This design comes from an exercise in tuning for small area, a short achievable clock period and few clock cycles per item on the open sky130 flow, not from production work.
Function was checked by simulation only, so behaviour that the tests miss may differ from the original.

$ cat run.sh
#!/bin/bash
# synth_recipe.tcl (not shown) runs the flow's synth.tcl, then flattens the netlist and writes it again
# the make line also repeats each setting of config.mk as NAME=value (left out here)
make -C /OpenROAD-flow-scripts/flow DESIGN_CONFIG=/design/flow/config.mk WORK_HOME=/design/flow/orfs CLKGATE_MAP_FILE= SYNTH_SCRIPT=/design/flow/synth_recipe.tcl finish
$ cat config.mk
export PLATFORM = sky130hd
export DESIGN_NAME = rsa
export DESIGN_NICKNAME = rsa
export VERILOG_FILES = /design/flow/design.v
export SDC_FILE = /design/flow/constraint.sdc
export NUM_CORES = 4
export LEC_CHECK = 0
export CAP_MARGIN = 20
export CORE_MARGIN = 2
export CORE_UTILIZATION = 40
export PLACE_DENSITY = 0.6
export SLEW_MARGIN = 20
$ cat constraint.sdc
create_clock -name core_clock -period 15.0 [get_ports {clk}]
set_input_delay 3.0000 -clock core_clock [delete_from_list [all_inputs] [get_ports {clk}]]
set_output_delay 3.0000 -clock core_clock [all_outputs]
set_load 0.01 [all_outputs]
$ cat design.v
module rsa #(
    parameter WIDTH = 32,
    parameter E_BITS = 32
)(
    input  wire                   clk,
    input  wire                   rst,
    input  wire                   start,
    input  wire [WIDTH-1:0]       M,
    input  wire [E_BITS-1:0]      E,
    input  wire [WIDTH-1:0]       N,
    input  wire [WIDTH-1:0]       N_INV,
    input  wire [WIDTH-1:0]       R2_MOD_N,
    output wire [WIDTH-1:0]       C,
    output reg                    done
);
    localparam K  = 4;           
    localparam W  = 38;          
    localparam AW = 34;          
    localparam PH_IDLE = 3'd0, PH_C1 = 3'd1, PH_C2 = 3'd2, PH_WAIT = 3'd3,
               PH_SQ = 3'd4, PH_MUL = 3'd5, PH_FIN = 3'd6;
    reg  [2:0]    ph;
    reg           it;          
    reg  [3:0]    j;           
    reg  [32:0]   res;         
    reg  [32:0]   mr;          
    reg  [AW-1:0] s, c;        
    reg           cin;         
    reg  [K-1:0]  a;           
    reg  [31:0]   er;          
    reg  [4:0]    cnt;         
    reg  [31:0]   nr;          
    reg           ez;          
    reg           isn;         
    assign C = res[31:0];
    reg  [3:0] np, npr;
    always @(*) begin
        case (N[3:1])
            3'd0: np = 4'd15;
            3'd1: np = 4'd5;
            3'd2: np = 4'd3;
            3'd3: np = 4'd9;
            3'd4: np = 4'd7;
            3'd5: np = 4'd13;
            3'd6: np = 4'd11;
            default: np = 4'd1;
        endcase
    end
    wire [3:0] u = s[3:0] + c[3:0] + {3'b0, cin} + (a * res[3:0]);
    wire [7:0] qm = u * npr;
    wire [3:0] q = qm[3:0];
    wire [W-1:0] b0 = a[0] ? {5'b0, res}        : {W{1'b0}};
    wire [W-1:0] b1 = a[1] ? {4'b0, res, cin}   : {{(W-1){1'b0}}, cin};
    wire [W-1:0] b2 = a[2] ? {3'b0, res, 2'b0}  : {W{1'b0}};
    wire [W-1:0] b3 = a[3] ? {2'b0, res, 3'b0}  : {W{1'b0}};
    wire [W-1:0] n0 = q[0] ? {6'b0, nr}         : {W{1'b0}};
    wire [W-1:0] n1 = q[1] ? {5'b0, nr, 1'b0}   : {W{1'b0}};
    wire [W-1:0] n2 = q[2] ? {4'b0, nr, 2'b0}   : {W{1'b0}};
    wire [W-1:0] n3 = q[3] ? {3'b0, nr, 3'b0}   : {W{1'b0}};
    wire [W-1:0] s0 = {4'b0, s};
    wire [W-1:0] c0 = {4'b0, c};
    wire [W-1:0] l1a_s = s0 ^ c0 ^ b0;
    wire [W-1:0] l1a_c = ((s0 & c0) | (s0 & b0) | (c0 & b0)) << 1;
    wire [W-1:0] l1b_s = b1 ^ b2 ^ b3;
    wire [W-1:0] l1b_c = ((b1 & b2) | (b1 & b3) | (b2 & b3)) << 1;
    wire [W-1:0] l2_s  = l1a_s ^ l1a_c ^ l1b_s;
    wire [W-1:0] l2_c  = ((l1a_s & l1a_c) | (l1a_s & l1b_s) | (l1a_c & l1b_s)) << 1;
    wire [W-1:0] l3_s  = l2_s ^ l2_c ^ l1b_c;
    wire [W-1:0] l3_c  = ((l2_s & l2_c) | (l2_s & l1b_c) | (l2_c & l1b_c)) << 1;
    wire [W-1:0] l4a_s = l3_s ^ l3_c ^ n0;
    wire [W-1:0] l4a_c = ((l3_s & l3_c) | (l3_s & n0) | (l3_c & n0)) << 1;
    wire [W-1:0] l4b_s = n1 ^ n2 ^ n3;
    wire [W-1:0] l4b_c = ((n1 & n2) | (n1 & n3) | (n2 & n3)) << 1;
    wire [W-1:0] l5_s  = l4a_s ^ l4a_c ^ l4b_s;
    wire [W-1:0] l5_c  = ((l4a_s & l4a_c) | (l4a_s & l4b_s) | (l4a_c & l4b_s)) << 1;
    wire [W-1:0] l6_s  = l5_s ^ l5_c ^ l4b_c;
    wire [W-1:0] l6_c  = ((l5_s & l5_c) | (l5_s & l4b_c) | (l5_c & l4b_c)) << 1;
    wire cin_n = |{l6_s[K-1:0], l6_c[K-1:0]};
    wire [AW-1:0] sum = s + c + {{(AW-1){1'b0}}, cin};
    wire [3:0] jn = it ? j + 4'd1 : 4'd0;    
    wire [35:0] res_w = {3'b0, res};
    wire [35:0] mr_w  = {3'b0, mr};
    reg  [3:0] res_d, mr_d;
    always @(*) begin
        case (jn)
            4'd0: begin res_d = res_w[3:0];   mr_d = mr_w[3:0];   end
            4'd1: begin res_d = res_w[7:4];   mr_d = mr_w[7:4];   end
            4'd2: begin res_d = res_w[11:8];  mr_d = mr_w[11:8];  end
            4'd3: begin res_d = res_w[15:12]; mr_d = mr_w[15:12]; end
            4'd4: begin res_d = res_w[19:16]; mr_d = mr_w[19:16]; end
            4'd5: begin res_d = res_w[23:20]; mr_d = mr_w[23:20]; end
            4'd6: begin res_d = res_w[27:24]; mr_d = mr_w[27:24]; end
            4'd7: begin res_d = res_w[31:28]; mr_d = mr_w[31:28]; end
            4'd8: begin res_d = res_w[35:32]; mr_d = mr_w[35:32]; end
            default: begin res_d = 4'd0; mr_d = 4'd0; end
        endcase
    end
    wire last = (ph == PH_C1) ? (j == 4'd13) : (j == 4'd8);
    wire norm = er[31] | (cnt == 5'd0);
    wire nshift = !norm;
    reg [2:0] ph_nx;
    always @(*) begin
        case (ph)
            PH_C1:   ph_nx = PH_C2;
            PH_C2:   ph_nx = ez ? PH_FIN : (!norm ? PH_WAIT : (cnt == 5'd0 ? PH_FIN : PH_SQ));
            PH_WAIT: ph_nx = !norm ? PH_WAIT : (cnt == 5'd0 ? PH_FIN : PH_SQ);
            PH_SQ:   ph_nx = er[30] ? PH_MUL : (cnt == 5'd1 ? PH_FIN : PH_SQ);
            PH_MUL:  ph_nx = (cnt == 5'd1) ? PH_FIN : PH_SQ;
            default: ph_nx = PH_IDLE;
        endcase
    end
    always @(posedge clk) begin
        nr  <= N;
        npr <= np;
        ez  <= ~|er;
        isn <= (res == {1'b0, nr});
        if (rst) begin
            ph   <= PH_IDLE;
            it   <= 1'b0;
            done <= 1'b0;
        end else begin
            done <= 1'b0;
            if (ph == PH_IDLE) begin
                if (start) begin
                    ph  <= PH_C1;
                    it  <= 1'b1;
                    j   <= 4'd0;
                    res <= {1'b0, R2_MOD_N};
                    er  <= E;
                    cnt <= 5'd31;
                    s   <= {AW{1'b0}};
                    c   <= {AW{1'b0}};
                    cin <= 1'b0;
                    a   <= R2_MOD_N[3:0];
                end
            end else begin
                if ((ph == PH_C1 || ph == PH_C2 || ph == PH_WAIT) && nshift) begin
                    er  <= {er[30:0], 1'b0};
                    cnt <= cnt - 5'd1;
                end
                if (ph == PH_WAIT) begin
                    if (norm) begin
                        ph <= ph_nx;
                        it <= 1'b1;
                        j  <= 4'd0;
                        a  <= (cnt == 5'd0) ? 4'd1 : res[3:0];
                    end
                end else if (it) begin
                    s   <= l6_s[W-1:K];
                    c   <= l6_c[W-1:K];
                    cin <= cin_n;
                    j   <= j + 4'd1;
                    if (last) it <= 1'b0;
                    case (ph)
                        PH_C1, PH_SQ: a <= res_d;
                        PH_C2:        a <= ez ? 4'd0 : mr_d;
                        PH_MUL:       a <= mr_d;
                        default:      a <= 4'd0;
                    endcase
                end else begin
                    s   <= {AW{1'b0}};
                    c   <= {AW{1'b0}};
                    cin <= 1'b0;
                    j   <= 4'd0;
                    ph  <= ph_nx;
                    it  <= (ph_nx != PH_WAIT) && (ph != PH_FIN);
                    case (ph)
                        PH_C1: begin
                            mr  <= sum[32:0];
                            res <= ez ? sum[32:0] : {1'b0, M};
                            a   <= ez ? 4'd1 : sum[3:0];
                        end
                        PH_C2: begin
                            res <= sum[32:0];
                            mr  <= sum[32:0];
                            a   <= (ph_nx == PH_FIN) ? 4'd1 : sum[3:0];
                        end
                        PH_SQ: begin
                            res <= sum[32:0];
                            if (er[30]) begin
                                a <= mr[3:0];
                            end else begin
                                er  <= {er[30:0], 1'b0};
                                cnt <= cnt - 5'd1;
                                a   <= (ph_nx == PH_FIN) ? 4'd1 : sum[3:0];
                            end
                        end
                        PH_MUL: begin
                            res <= sum[32:0];
                            er  <= {er[30:0], 1'b0};
                            cnt <= cnt - 5'd1;
                            a   <= (ph_nx == PH_FIN) ? 4'd1 : sum[3:0];
                        end
                        default: begin    
                            res  <= isn ? 33'd0 : sum[32:0];
                            done <= 1'b1;
                        end
                    endcase
                end
            end
        end
    end
endmodule
==> results of run 1 <==
[worst paths after layout]
kind,start,endpoint,slack (ns),depth (start not counted)
max reg2reg,a[0],cin,7.80,22
min reg2reg,cnt[4],cnt[4],0.61,2
max,a[0],cin,7.80,22
min,cnt[4],cnt[4],0.61,2
[metrics by stage]
step                instance area, um^2  util, %  hold WS, ns
floorplan                         20200        -        0.523
global placement                  22300     44.6        0.583
detailed placement                22300     44.6        0.595
CTS                               23200     46.5        0.605
global route                      23200     46.5        0.640
finish                            23200     46.5        0.613
[worst reg2reg max path, delay by kind of cell, from the launching register on]
| family | cells | cell delay [ns] |
|---|---|---|
| flip-flops | 1 | 0.85 |
| buffers and inverters | 4 | 0.96 |
| AO/OA/AOI/OAI | 1 | 0.18 |
| adder cells (fa/ha/maj) | 9 | 3.25 |
| AND/OR/NAND/NOR | 3 | 0.86 |
| XOR/XNOR | 5 | 0.86 |
[layer usage]
layer | GRT usage (%) | vias up
met2 | 39.1 | 558
met5 | 0 | -
li1 | - | 6807
met3 | 4.05 | 85
met1 | 30.6 | 7889
met4 | 6.43 | 0
[placed cells by master (no fill, tap or decap), drive strengths merged, types with 19 or more instances in the layout]
cell type	count
inv	283
fa	262
nand2	205
edfxtp	180
clkdlybuf4s50	163
and2	136
nor2	134
and3	74
ha	67
a21oi	66
xnor2	55
o21ai	51
dfxtp	42
clkbuf	38
a221oi	36
xor2	28
buf	24
nor3	22
a22oi	20
a21o	19
nor4	19
[cell type report]
type                            count  share of cell area, %
Timing Repair Buffer              187                   7.80
Tap cell                          672                   3.62
Inverter                          284                   4.59
Multi-Input combinational cell   1367                   53.1
Sequential cell                   222                   26.9
Antenna cell                        3                 0.0323
Clock buffer                       38                   3.31
Clock inverter                     16                  0.636
[registers in the layout, indices dropped and copies added (netlist names)]
signal,cells
c,34
done,1
it,1
cnt,5
er,32
res,33
s,34
npr,3
j,4
ez,1
isn,1
cin,1
nr,32
ph,3
mr,33
a,4
[kinds of logic (layout without fill, tap and decap cells)]
| family | after synthesis | in the layout | share of synthesized area (%) |
|---|---|---|---|
| and+or+nand+nor | 649 | 649 | 15.8 |
| DFF | 222 | 222 | 30.9 |
| muxes | 17 | 17 | 1.36 |
| xor gates and xnor gates | 83 | 83 | 3.60 |
| buffers and inverters | 408 | 525 | 8.22 |
| AOI/OAI and AO/OA | 289 | 289 | 9.94 |
| adders and majority gates | 329 | 329 | 30.1 |
| other | 0 | 3 | 0 |
==> impl_metrics.ini, run 1 <==
[synth]
synth-edff-count = 180
ys_types = 69
synth-main-ff-cell = edfxtp_1
synthArstFlopShare_pct = 0
ys_seq_area_share_pct = 30.9
yosys_register_bits = 222
syn_nets = 2489
synthTopCellsByArea = edfxtp_1, fa_1, inv_1
synth_top_area_share_pct = 26.8
yosys-top-cells-count = inv_1, fa_1, nand2_1
yosysTopAreaCell = edfxtp_1
syn_area_per_cell_um2 = 10.1
ys_warn_count = 1
synth.most_common_cell = inv_1
syn_area_um2 = 20200
netlist_instances = 1997

[sta]
setup_tns_ns = 0
timing.final.ws_setup_ns = 7.80
post-route-period-util_pct = 48.0
fmax_ghz = 0.139
fin_crit_ns = 7.20
setup_viol_count_final = 0
slew_headroom_pct = 21.3
fin_skew_ns = 0.0131
final_hold_viol_count = 0
tightestPinTransition_ns = 1.18
rsz0062_at_grt = false
slew_violations = 0

[clock_tree]
numCtsBuffers = 29
ctsResizeCount = 0
post_cts_buffers = 0
postCtsHoldBufs = 0
clkSlewWorstSetupHoldPaths_ns = 0.06
cts_root_buf = clkbuf_16
worstSkewPairLatency_ns = 0.58
clockBufferDepth = 3
cts_max_level = 1
cts_tree = done
clock_sinks = 222

[global_routing]
grt_overflow = 0
antenna_found_initial = 3
grt_first_pass_wirelength_um = 93700
track_usage_pct = 23.1
grt_pass1_vias = 16000
grt_max_degree = 83

[routing]
routed.top_layer = met4
drt_iter0_markers = 1577
drtPass1Iterations = 5
ant_nets = 0
wl_per_cell_um = 21.4
drc = 0
m1WireLength_um = 24700
dr_total_vias = 15300
dr_wl_met3_um = 4550
wl_um = 59600
drt-vias-per-instance = 5.50
wl_met2_um = 29100

[final_layout]
drive_gt1_share_pct = 4.68
finalNonFillerCells = 2789
fillers = 4693
area_growth_pct = 15.0
final_net_count = 2583
multiInputGateArea_um2 = 12300
seq_area_um2 = 6250

[setup_path]
cp-start-kind = flop
end_kind = flop
worstPathRequired_ns = 15.33
cp_top_family = adder cells
crit_arrival_ns = 7.53
worstPathMaxFanout = 32
crit_chain = buf_4 > nand2_1 > inv_1 > ha_1 > ha_1 > fa_1 > ha_1 > ha_1 > ha_1 > xnor2_1 > xnor2_1 > xnor2_1 > xnor2_1 > xnor2_2 > buf_4 > nand2_1 > fa_1 > fa_1 > inv_1 > fa_1 > or4_1 > o21a_1
worst_path_largest_cell_delay_ns = 0.85
crit_path_top_delay_cell = edfxtp_1
critPathKind = reg -> reg
critPathBufInv = 4
cp_common_cell = ha_1

[floorplanning]
die_h_um = 229
fp-row-count = 82
dieArea_um2 = 52300
die_x_um = 229
coreArea_um2 = 50000
start_util_pct = 40.4
io_pins = 196

[outcome]
status = finished clean

[job]
cap_viol_max_count = 0

[placed_design]
gp_congestion = 0.905
placed_cells = 2732
dp_hpwl_um = 44500
post-place-ws_ns = 7.89
port-buffer-count = 163

[worst_hold_path]
hold_path.class = reg -> reg
Testbench counts, summed over its fixed seeds: cycles 112,480, items 320.
==> run 2: changes to the inputs <==
--- a/config.mk
+++ b/config.mk
@@ -5,6 +5,7 @@
 export SDC_FILE = /design/flow/constraint.sdc
 export NUM_CORES = 4
 export LEC_CHECK = 0
+export ABC_CLOCK_PERIOD_IN_PS = 4000
 export CAP_MARGIN = 20
 export CORE_MARGIN = 2
 export CORE_UTILIZATION = 40
==> impl_metrics.ini, run 2 <==
[floorplanning]
io_pins = 196
fp-row-count = 82
die_x_um = 229
die_h_um = 229
coreArea_um2 = 50000
start_util_pct = 40.4
dieArea_um2 = 52300

[setup_path]
end_kind = flop
worstPathMaxFanout = 32
crit_start = a[0]
r2r-start = a[0]
critPathKind = reg -> reg
worstPathRequired_ns = 15.33
cp-start-kind = flop
crit_arrival_ns = 7.53

[job]
cap_viol_max_count = 0

[global_routing]
grt_max_degree = 83
antenna_found_initial = 3
grt_overflow = 0
grt_pass1_vias = 16000
track_usage_pct = 23.1
grt_first_pass_wirelength_um = 93700

[clock_tree]
clockBufferDepth = 3
worstSkewPairLatency_ns = 0.58
cts_max_level = 1
clock_sinks = 222
postCtsHoldBufs = 0
cts_tree = done
post_cts_buffers = 0
cts_root_buf = clkbuf_16
numCtsBuffers = 29
ctsResizeCount = 0
clkSlewWorstSetupHoldPaths_ns = 0.06

[worst_hold_path]
hold_path.class = reg -> reg
min_from = cnt[4]

[synth]
synth-edff-count = 180
yosys_register_bits = 222
synth-main-ff-cell = edfxtp_1
synth_top_area_share_pct = 26.8
ys_types = 69
ys_warn_count = 1
ys_seq_area_share_pct = 30.9
syn_area_per_cell_um2 = 10.1
syn_nets = 2489
yosys-top-cells-count = inv_1, fa_1, nand2_1
netlist_instances = 1997
synth.most_common_cell = inv_1
synthArstFlopShare_pct = 0
synthTopCellsByArea = edfxtp_1, fa_1, inv_1
syn_area_um2 = 20200
yosysTopAreaCell = edfxtp_1

[routing]
drtPass1Iterations = 5
drt_iter0_markers = 1577
dr_total_vias = 15300
wl_um = 59600
wl_per_cell_um = 21.4
drt-vias-per-instance = 5.50
drc = 0
ant_nets = 0

[placed_design]
dp_hpwl_um = 44500
gp_congestion = 0.905
post-place-ws_ns = 7.89
port-buffer-count = 163

[sta]
setup_tns_ns = 0
rsz0062_at_grt = false
fin_crit_ns = 7.20
final_hold_viol_count = 0
fmax_ghz = 0.139
slew_headroom_pct = 21.3
setup_viol_count_final = 0
timing.final.ws_setup_ns = 7.80
tightestPinTransition_ns = 1.18
fin_skew_ns = 0.0131
slew_violations = 0
post-route-period-util_pct = 48.0

[final_layout]
area_growth_pct = 15.0
drive_gt1_share_pct = 4.68
layout_commonest_cell = inv_1
mostFrequentLayoutCells = inv_1, fa_1, nand2_1
reg_top3 = c (34), s (34)
final_net_count = 2583

[outcome]
status = finished clean
## run 2: cell counts after synthesis
No cell type changed its count.
## run 2: path summary, 6_finish.rpt
kind	cells after the start	slack, ns	endpoint
worst min-delay path	2	0.61	cnt[4]
worst max register to register	22	7.80	cin
worst min register to register	2	0.61	cnt[4]
worst max-delay path	22	7.80	cin
## run 2: area by class of cell
cell class | count | area [um^2]
diodes | 3 | 7.51
clock buffers | 38 | 769
clock inverters | 16 | 148
fillers | 4693 | 26700
inverters | 284 | 1070
multi-input cells | 1367 | 12300
flip-flops and latches | 222 | 6250
well taps | 672 | 841
repair buffers | 187 | 1810
## run 2: per-stage QoR
stage                     util [%]  hold WS [ns]  instances  cell area, um^2
final                         46.5         0.613       2789            23200
after global placement        44.6         0.583       2732            22300
after global routing          46.5         0.640       2788            23200
after detailed placement      44.6         0.595       2732            22300
after floorplan                  -         0.523       1997            20200
after CTS                     46.5         0.605       2786            23200
## run 2: critical path, cell delays in order (launching register included)
cell	delay [ns]
edfxtp_1	0.85
buf_4	0.38
nand2_1	0.13
inv_1	0.08
ha_1	0.22
ha_1	0.29
fa_1	0.44
ha_1	0.31
ha_1	0.28
ha_1	0.20
xnor2_1	0.20
xnor2_1	0.16
xnor2_1	0.10
xnor2_1	0.25
xnor2_2	0.15
buf_4	0.45
nand2_1	0.17
fa_1	0.53
fa_1	0.55
inv_1	0.05
fa_1	0.43
or4_1	0.54
o21a_1	0.18
## run 2: per-layer routing
layer	GRT usage, %	vias up	wire, um
met5	0	-	0
met4	6.43	0	1360
met3	4.05	85	4550
met2	39.1	558	29100
met1	30.6	7889	24700
li1	-	6807	-
## run 2: logic make-up (layout without fill, tap and decap cells)
group	Yosys count	after routing	share of synthesized area, %
fa+ha+maj	329	329	30.1
compound gates	289	289	9.94
xor+xnor	83	83	3.60
mux	17	17	1.36
other cells	0	3	0
buf+inv	408	525	8.22
simple gates	649	649	15.8
flops	222	222	30.9

==> separate check: timing with driven ports <==
The flow's constraints put no driver on any port. The routed layouts listed below were extracted and timed again, unchanged, in two steps. Step 1 (the two cells are an assumption about what drives the block):
set clk [get_ports {clk}]
set_driving_cell -lib_cell sky130_fd_sc_hd__clkbuf_16 $clk
set_driving_cell -lib_cell sky130_fd_sc_hd__buf_2 [delete_from_list [all_inputs] $clk]
Step 2 moves the port delays by t, midway between the first and last clock arrival at a register: inputs arrive t later, outputs are due t later. That takes back most of the time a late clock gives input paths. Three values: ideal, step 1, step 2; two values: the first two.
run | t, ns | setup slack, ns | slew at the worst register clock pin (ns) | pins driven straight from the clock port
run 1 | 0.629 | 7.801 / 7.801 / 7.801 | 0.07 / 0.07 | 1
run 2 | 0.629 | 7.801 / 7.801 / 7.801 | 0.07 / 0.07 | 1
After both steps every run listed still meets setup and hold.
